Source: an optimization exercise on an open RTL-to-GDS flow (aim: small area). Production flows keep margins and buffers that such runs may drop.
RTL that was checked went through simulation tests only; none was proved equivalent to the original.
No activity file was given, so power comes from the tool's default toggle rates.

==> 08-22 <==
Design Fine_Time_Synch, start of the top module:
module Fine_Time_Synch(
   input clk, rst,
	input 				cyc_i, 
	input					stb_i,
	output 				ack_o,
	output reg [31:0]	dat_out,
	output reg			cyc_o, stb_o, 
	output				we_o,
	input					ack_i,
	input [31:0] 		dat_in,
	input 				dat_in_val,
	output reg			time_syn_run,	
	output 				out_halt
	);
export LEC_CHECK = 0
export CAP_MARGIN = 20
export CORE_MARGIN = 2
export CORE_UTILIZATION = 40
export SLEW_MARGIN = 20
export SYNTH_HIERARCHICAL = 1
export SYNTH_MINIMUM_KEEP_SIZE = 0
create_clock -name core_clock -period 10.0 [get_ports {clk}]
standard.sh (not shown) runs the stock make flow with config.mk's settings and CLKGATE_MAP_FILE= SYNTH_SCRIPT=/design/flow/synth_recipe.tcl, a recipe that flattens the netlist after the stock synthesis.
==> flow/flow/run.sh <==
#!/bin/bash
# Standard layout (the standard.sh, unchanged synthesis) with two knobs
# that ORFS reads from the environment:
#  - port buffers use the smallest buffer cell instead of the resizer's pick
#  - clock tree synthesis without dummy load cells
# The make output goes to flow.log in the work folder (ORFS keeps each
# tool's own log under orfs/logs/).
set -euo pipefail
export BUFFER_PORTS_ARGS="-buffer_cell sky130_fd_sc_hd__buf_1"
export CTS_ARGS="-sink_clustering_enable -repair_clock_nets -dont_use_dummy_load -buf_list sky130_fd_sc_hd__clkbuf_16"
bash standard.sh > flow.log 2>&1
==> 01-20: changes against 08-22 <==
--- a/flow/design.v
+++ b/flow/design.v
@@ -41,32 +41,22 @@
 		a_abs <= a_in;
 		b_abs <= b_in;
 		half  <= half_in;
 	end
 end
 wire [WIDTH:0] s;
 wire [WIDTH:0] sc;
-Corr_HA fs0 (.a(a_abs[0]), .b(b_abs[0]), .s(s[0]), .co(sc[1]));
-wire [WIDTH:0] lt;
-assign lt[0] = 1'b0;
-genvar j;
-generate
-	for (j = 0; j < WIDTH; j = j + 1) begin: cmp
-		assign lt[j+1] = (~a_abs[j] & b_abs[j]) | (~a_abs[j] & lt[j]) | (b_abs[j] & lt[j]);
-	end
-endgenerate
-wire [WIDTH-1:0] m = lt[WIDTH] ? b_abs : a_abs;
+assign sc[0] = 1'b0;
+wire [WIDTH-1:0] m = (a_abs < b_abs) ? b_abs : a_abs;
 wire [WIDTH:0] mc;
 assign mc[0] = half;
 genvar i;
 generate
 	for (i = 0; i < WIDTH; i = i + 1) begin: add
-		if (i > 0) begin: hi
-			Corr_FA fs (.a(a_abs[i]), .b(b_abs[i]), .c(sc[i]), .s(s[i]), .co(sc[i+1]));
-		end
+		Corr_FA fs (.a(a_abs[i]), .b(b_abs[i]), .c(sc[i]), .s(s[i]), .co(sc[i+1]));
 		Corr_FA fm (.a(m[i]), .b(s[i+1]), .c(mc[i]), .s(mag[i]), .co(mc[i+1]));
 	end
 endgenerate
 assign s[WIDTH] = sc[WIDTH];
 assign mag[WIDTH] = mc[WIDTH];
 endmodule
 module Signed_Correlator(
@@ -351,24 +341,24 @@
 Corr_FA fa27 (.a(sr_re[14]), .b(sr_im[15]), .c(sr_im[16]), .s(s27), .co(c28));
 Corr_FA fa29 (.a(sr_im[19]), .b(sr_re[21]), .c(sr_re[22]), .s(s29), .co(c30));
 Corr_FA fa31 (.a(sr_re[29]), .b(sr_im[31]), .c(sr_re[32]), .s(s31), .co(c32));
 Corr_FA fa33 (.a(sr_im[34]), .b(sr_im[35]), .c(sr_re[37]), .s(s33), .co(c34));
 Corr_FA fa35 (.a(sr_im[42]), .b(sr_im[45]), .c(sr_im[50]), .s(s35), .co(c36));
 Corr_FA fa37 (.a(sr_im[51]), .b(sr_re[54]), .c(sr_re[55]), .s(s37), .co(c38));
 Corr_FA fa39 (.a(sr_im[56]), .b(sr_re[57]), .c(sr_im[60]), .s(s39), .co(c40));
-Corr_FA fa41 (.a(sr_im[62]), .b(s1), .c(s3), .s(s41), .co(c42));
-Corr_FA fa43 (.a(s5), .b(s7), .c(s9), .s(s43), .co(c44));
-Corr_FA fa45 (.a(s11), .b(s13), .c(s15), .s(s45), .co(c46));
-Corr_FA fa47 (.a(s17), .b(s19), .c(s21), .s(s47), .co(c48));
+Corr_FA fa41 (.a(sr_im[62]), .b(e1), .c(s1), .s(s41), .co(c42));
+Corr_FA fa43 (.a(s3), .b(s5), .c(s7), .s(s43), .co(c44));
+Corr_FA fa45 (.a(s9), .b(s11), .c(s13), .s(s45), .co(c46));
+Corr_FA fa47 (.a(s15), .b(s17), .c(s19), .s(s47), .co(c48));
 Corr_FA fa49 (.a(sr_im[61]), .b(s23), .c(s25), .s(s49), .co(c50));
 Corr_FA fa51 (.a(s27), .b(s29), .c(s31), .s(s51), .co(c52));
 Corr_FA fa53 (.a(s33), .b(s35), .c(s37), .s(s53), .co(c54));
-Corr_FA fa55 (.a(s41), .b(s43), .c(s45), .s(s55), .co(c56));
+Corr_FA fa55 (.a(s21), .b(s41), .c(s43), .s(s55), .co(c56));
 Corr_FA fa57 (.a(s39), .b(s49), .c(s51), .s(s57), .co(c58));
-Corr_FA fa59 (.a(s47), .b(e1), .c(s55), .s(s59), .co(c60));
+Corr_FA fa59 (.a(s45), .b(s47), .c(s55), .s(s59), .co(c60));
 Corr_FA fa61 (.a(s53), .b(CR_in[0]), .c(s57), .s(s61), .co(c62));
 Corr_HA ha63 (.a(s59), .b(~s61), .s(s63), .co(c64));
 Corr_FA fa65 (.a(c2), .b(c4), .c(c6), .s(s65), .co(c66));
 Corr_FA fa67 (.a(c8), .b(c10), .c(c12), .s(s67), .co(c68));
 Corr_FA fa69 (.a(c14), .b(c16), .c(c18), .s(s69), .co(c70));
 Corr_FA fa71 (.a(c24), .b(c26), .c(c28), .s(s71), .co(c72));
 Corr_FA fa73 (.a(c30), .b(c32), .c(c34), .s(s73), .co(c74));
@@ -414,24 +404,24 @@
 Corr_FA fa153 (.a(sr_re[13]), .b(sr_im[14]), .c(sr_im[21]), .s(s153), .co(c154));
 Corr_FA fa155 (.a(sr_im[22]), .b(sr_re[24]), .c(sr_re[25]), .s(s155), .co(c156));
 Corr_FA fa157 (.a(sr_im[29]), .b(sr_im[32]), .c(sr_re[33]), .s(s157), .co(c158));
 Corr_FA fa159 (.a(sr_re[36]), .b(sr_im[37]), .c(sr_re[38]), .s(s159), .co(c160));
 Corr_FA fa161 (.a(sr_re[39]), .b(sr_re[40]), .c(sr_re[46]), .s(s161), .co(c162));
 Corr_FA fa163 (.a(sr_re[53]), .b(sr_im[54]), .c(sr_im[55]), .s(s163), .co(c164));
 Corr_FA fa165 (.a(sr_im[57]), .b(sr_re[58]), .c(sr_re[62]), .s(s165), .co(c166));
-Corr_FA fa167 (.a(sr_re[60]), .b(sr_re[61]), .c(s127), .s(s167), .co(c168));
-Corr_FA fa169 (.a(s129), .b(s131), .c(s133), .s(s169), .co(c170));
-Corr_FA fa171 (.a(s135), .b(s137), .c(s139), .s(s171), .co(c172));
-Corr_FA fa173 (.a(s141), .b(s143), .c(s145), .s(s173), .co(c174));
+Corr_FA fa167 (.a(sr_re[60]), .b(sr_re[61]), .c(e2), .s(s167), .co(c168));
+Corr_FA fa169 (.a(s127), .b(s129), .c(s131), .s(s169), .co(c170));
+Corr_FA fa171 (.a(s133), .b(s135), .c(s137), .s(s171), .co(c172));
+Corr_FA fa173 (.a(s139), .b(s141), .c(s143), .s(s173), .co(c174));
 Corr_FA fa175 (.a(s147), .b(s149), .c(s151), .s(s175), .co(c176));
 Corr_FA fa177 (.a(s153), .b(s155), .c(s157), .s(s177), .co(c178));
 Corr_FA fa179 (.a(s159), .b(s161), .c(s163), .s(s179), .co(c180));
-Corr_FA fa181 (.a(s167), .b(s169), .c(s171), .s(s181), .co(c182));
+Corr_FA fa181 (.a(s145), .b(s167), .c(s169), .s(s181), .co(c182));
 Corr_FA fa183 (.a(s165), .b(s175), .c(s177), .s(s183), .co(c184));
-Corr_FA fa185 (.a(s173), .b(e2), .c(s181), .s(s185), .co(c186));
+Corr_FA fa185 (.a(s171), .b(s173), .c(s181), .s(s185), .co(c186));
 Corr_FA fa187 (.a(s179), .b(CR_in[1]), .c(s183), .s(s187), .co(c188));
 Corr_HA ha189 (.a(s185), .b(~s187), .s(s189), .co(c190));
 Corr_FA fa191 (.a(c128), .b(c130), .c(c132), .s(s191), .co(c192));
 Corr_FA fa193 (.a(c134), .b(c136), .c(c138), .s(s193), .co(c194));
 Corr_FA fa195 (.a(c140), .b(c142), .c(c144), .s(s195), .co(c196));
 Corr_FA fa197 (.a(c148), .b(c150), .c(c152), .s(s197), .co(c198));
 Corr_FA fa199 (.a(c154), .b(c156), .c(c158), .s(s199), .co(c200));
@@ -500,36 +490,39 @@
 	input					ack_i,
 	input [31:0] 		dat_in,
 	input 				dat_in_val,
 	output reg			time_syn_run,	
 	output 				out_halt
 	);
 reg	time_syn_done;	
-genvar i;
 wire 	fine_Time_ena = dat_in_val & time_syn_run;
 reg 	cyc_i_pp;
-always @(posedge clk) cyc_i_pp <= ~rst & cyc_i;
+always @(posedge clk)begin 
+	if(rst) cyc_i_pp <= 1'b0;
+	else    cyc_i_pp <= cyc_i;
+end
 wire cyc_rise = cyc_i & (~cyc_i_pp);
-always @(posedge clk) time_syn_run <= ~rst & (cyc_rise | (time_syn_run & ~time_syn_done));
-reg  [6:0] CR_peak_dec_cnt;
-wire [7:0] cnt_c;
-wire [6:0] cnt_inc;
-assign cnt_c[0] = fine_Time_ena;
-generate
-	for (i = 0; i < 7; i = i + 1) begin: cnt_add
-		Corr_HA cnt_ha (.a(CR_peak_dec_cnt[i]), .b(cnt_c[i]), .s(cnt_inc[i]), .co(cnt_c[i+1]));
-	end
-endgenerate
-always @(posedge clk) CR_peak_dec_cnt <= (rst | cyc_rise) ? 7'd0 : cnt_inc;
-wire cnt_lo63 = &CR_peak_dec_cnt[5:0];
-wire cnt_63   = cnt_lo63 & ~CR_peak_dec_cnt[6];
-wire cnt_127  = cnt_lo63 &  CR_peak_dec_cnt[6];
+always @(posedge clk)begin 
+	if(rst) 									time_syn_run <= 1'b0;
+	else if (cyc_rise) 					time_syn_run <= 1'b1;
+	else if (time_syn_done) 			time_syn_run <= 1'b0;
+end
+reg [6:0] CR_peak_dec_cnt;  
+always @(posedge clk)begin 
+	if(rst) 										CR_peak_dec_cnt <= 7'd0;
+	else if (cyc_rise) 						CR_peak_dec_cnt <= 7'd0;
+	else if (fine_Time_ena) 				CR_peak_dec_cnt <= CR_peak_dec_cnt + 1'b1;
+end
+wire cnt_63  = (CR_peak_dec_cnt == 7'd63);
+wire cnt_127 = (CR_peak_dec_cnt == 7'd127);
 reg CR_seen;
-always @(posedge clk)
-	CR_seen <= ~rst & (CR_seen | cnt_63 | (cyc_rise & (fine_Time_ena | (|CR_peak_dec_cnt))));
+always @(posedge clk)begin 
+	if(rst) 										CR_seen <= 1'b0;
+	else if (cnt_63 | (cyc_rise & (fine_Time_ena | (|CR_peak_dec_cnt)))) CR_seen <= 1'b1;
+end
 wire [1:0]	CR_in  = {dat_in[31], dat_in[15]};
 wire [5:0] 	CR_A, CR_B;
 wire			CR_mask = ~(CR_seen | cnt_63);
 Signed_Correlator Signed_Correlator_ins(
 	.clk(clk),
 	.ena(fine_Time_ena),
 	.mask(CR_mask),
@@ -542,50 +535,60 @@
 Appr_Mag #(.WIDTH(6)) CR_out_mag_ins(
 	.clk(clk),  .rst(rst), .ena(fine_Time_ena),
 	.a_in(CR_A), .b_in(CR_B), .half_in(CR_mask),
 	.mag(CR_out_mag),		
 	.val(CR_out_mag_val)	 
     );
 reg CR_peak_dec_ena;
-always @(posedge clk) CR_peak_dec_ena <= ~rst & (cnt_63 | (CR_peak_dec_ena & ~cnt_127));
+always @(posedge clk)begin 
+	if(rst) 							CR_peak_dec_ena <= 1'b0;
+	else if (cnt_63) 				CR_peak_dec_ena <= 1'b1;
+	else if (cnt_127)				CR_peak_dec_ena <= 1'b0;
+end
 reg [6:0] CR_max;
-wire [7:0] cmp_lt;
-assign cmp_lt[0] = 1'b0;
-generate
-	for (i = 0; i < 7; i = i + 1) begin: cmp
-		assign cmp_lt[i+1] = (~CR_max[i] & CR_out_mag[i]) | (~CR_max[i] & cmp_lt[i]) | (CR_out_mag[i] & cmp_lt[i]);
-	end
-endgenerate
-wire 		 CR_cmp = cmp_lt[7];
+wire 		 CR_cmp = (CR_max < CR_out_mag);
 wire		 CR_new = CR_peak_dec_ena & CR_cmp;
-always @(posedge clk)
-	CR_max <= (rst | cyc_rise) ? 7'd0 : (CR_new ? CR_out_mag : CR_max);
-wire       syn_set = cnt_63 | CR_new;
-reg        syn_run;
-reg  [4:0] syn_cnt;
-wire [5:0] syn_c;
-wire [4:0] syn_inc;
-assign syn_c[0] = CR_out_mag_val;
-generate
-	for (i = 0; i < 5; i = i + 1) begin: syn_add
-		Corr_HA syn_ha (.a(syn_cnt[i]), .b(syn_c[i]), .s(syn_inc[i]), .co(syn_c[i+1]));
-	end
-endgenerate
-always @(posedge clk) syn_cnt <= syn_set ? 5'd0 : syn_inc;
-always @(posedge clk)
-	syn_run <= ~rst & (syn_set | (syn_run & (CR_out_mag_val ? ~syn_c[5] : cyc_i)));
+always @(posedge clk)begin 
+	if(rst)							CR_max	<= 7'd0;
+	else if (cyc_rise) 			CR_max	<= 7'd0;
+	else if (CR_new) 				CR_max	<= CR_out_mag;
+end
+reg       syn_run;
+reg [4:0] syn_cnt;
+always @(posedge clk)begin 
+	if(rst)												syn_run	<= 1'b0;
+	else if (cnt_63 | CR_new) 						syn_run	<= 1'b1;
+	else if (CR_out_mag_val & syn_run) 			syn_run	<= ~(&syn_cnt);
+	else if (~cyc_i) 									syn_run	<= 1'b0;
+end
+always @(posedge clk)begin 
+	if (cnt_63 | CR_new) 							syn_cnt	<= 5'd0;
+	else if (CR_out_mag_val) 						syn_cnt	<= syn_cnt + 1'b1;
+end
 wire syn_dec = syn_run & (syn_cnt == 5'b11110);
-always @(posedge clk)
-	time_syn_done <= ~rst & ~cyc_rise & (syn_dec | (time_syn_done & (cyc_i | dat_in_val)));
-wire out_load = (~out_halt) & time_syn_done;
-wire out_clr  = ~cyc_i & (~dat_in_val);
-always @(posedge clk)begin 
-	if (out_load)	dat_out <= dat_in;
-end
-always @(posedge clk) begin
-	cyc_o <= ~rst & (out_load | (cyc_o & ~out_clr));
-	stb_o <= ~rst & (out_load ? dat_in_val : (stb_o & ~out_clr));
+always @(posedge clk)begin 
+	if(rst) 										time_syn_done <= 1'b0;
+	else if (cyc_rise)						time_syn_done <= 1'b0;
+	else if (syn_dec) 						time_syn_done <= 1'b1;
+	else if (~cyc_i & (~dat_in_val) ) 	time_syn_done <= 1'b0;
+end
+always @(posedge clk)begin 
+	if ((~out_halt) & time_syn_done)	dat_out <= dat_in;
+end
+always @(posedge clk)begin 
+	if(rst) 	begin
+			cyc_o	  <= 1'b0;
+			stb_o	  <= 1'b0;
+			end
+	else if ((~out_halt) & time_syn_done) begin
+			cyc_o	  <= 1'b1;
+			stb_o	  <= dat_in_val;
+			end
+	else if (~cyc_i & (~dat_in_val)) 	begin			
+			cyc_o	  <= 1'b0;
+			stb_o	  <= 1'b0;
+			end
 end
 assign  out_halt 	= stb_o & (~ack_i);
 assign  ack_o 		= (cyc_i & stb_i & (~out_halt));
 assign  we_o 		= stb_o;
 endmodule
==> flow/flow/run.sh (replaced) <==
#!/bin/bash
# Standard layout (the standard.sh, unchanged synthesis) with two knobs
# that ORFS reads from the environment:
#  - port buffers use the smallest buffer cell instead of the resizer's pick
#  - clock tree synthesis without dummy load cells
# The make output goes to flow.log in the work folder (ORFS keeps each
# tool's own log under orfs/logs/).
set -euo pipefail
export BUFFER_PORTS_ARGS="-buffer_cell sky130_fd_sc_hd__buf_1"
export CTS_ARGS="-sink_clustering_enable -repair_clock_nets -dont_use_dummy_load -buf_list sky130_fd_sc_hd__clkbuf_8"
bash standard.sh > flow.log 2>&1
CTS_BUF_LIST = sky130_fd_sc_hd__clkbuf_8   (was default)
==> 01-06: changes against 08-22 <==
==> flow/flow/run.sh (replaced) <==
#!/bin/bash
# Standard layout (the standard.sh, unchanged synthesis) with two knobs
# that ORFS reads from the environment:
#  - port buffers use the smallest buffer cell instead of the resizer's pick
#  - clock tree synthesis without dummy load cells
# The make output goes to flow.log in the work folder (ORFS keeps each
# tool's own log under orfs/logs/).
set -euo pipefail
export BUFFER_PORTS_ARGS="-buffer_cell sky130_fd_sc_hd__buf_1"
export CTS_ARGS="-sink_clustering_enable -repair_clock_nets -dont_use_dummy_load -buf_list sky130_fd_sc_hd__clkbuf_8 -sink_clustering_size 10 -sink_clustering_max_diameter 60"
bash standard.sh > flow.log 2>&1
==> comparison table <==
| metric | 01-06 | 01-20 | 08-22 |
|---|---|---|---|
| Outcome | no timing/DRC/antenna violations | no timing/DRC/antenna violations | no timing/DRC/antenna violations |
| Die Span Y | 158 um | 160 um | 158 um |
| Sequential share of power | 32.9% | 32.7% | 31.3% |
| Largest net degree at the start of global routing | 82 | 89 | 82 |
| Clock share of power | 11.2% | 11.2% | 15.3% |
| Critical path required time | 10180 ps | 10180 ps | 10160 ps |
| Final-layout non-clock buffer area share | 2.77% | 2.76% | 2.72% |
| Clock transition at the register clock pins on the worst setup and hold paths after CTS | 100 ps | 110 ps | 70 ps |
| Reg2reg path depth | 21 | 25 | 21 |
| Synth Net Count | 702 | 734 | 702 |
| Sequential cell area share | 54.6% | 53.7% | 53.6% |
| GR Layer Usage met1 | 18.8% | 19.0% | 18.9% |
| Cells after synthesis | 504 | 532 | 504 |
No functional check of the RTL was part of 01-20.

-- re-timing with driven ports --
No port has a modelled driver above. Below, the same layouts with a new extraction and two added sets of constraints. Step 1 sets driving cells, clkbuf_16 on the clock port and buf_2 on the other inputs (assumed; they add their load-dependent delay and slew). Step 2 adds t to the input delays and takes it off the output delays; t is the mean of the earliest and latest rising clock arrival at the registers after step 1. Input paths then give back, and output paths get back, about the clock's delay inside the block. a / b / c = ideal ports / drivers / drivers and shift; a / b = the first two.
| run | t (ns) | setup WS [ns] | clock arrival spread, ns | worst data-port slew with drivers (ns) | pins driven straight from the clock port |
|---|---|---|---|---|---|
| 08-22 | 0.465 | 2.159 / 2.159 / 2.159 | 0.030 / 0.030 | 0.04 | 1 |
| 01-20 | 0.489 | 1.629 / 1.629 / 1.629 | 0.043 / 0.043 | 0.04 | 1 |
| 01-06 | 0.490 | 2.134 / 2.134 / 2.134 | 0.052 / 0.052 | 0.04 | 1 |
After both steps every run listed still meets setup and hold.
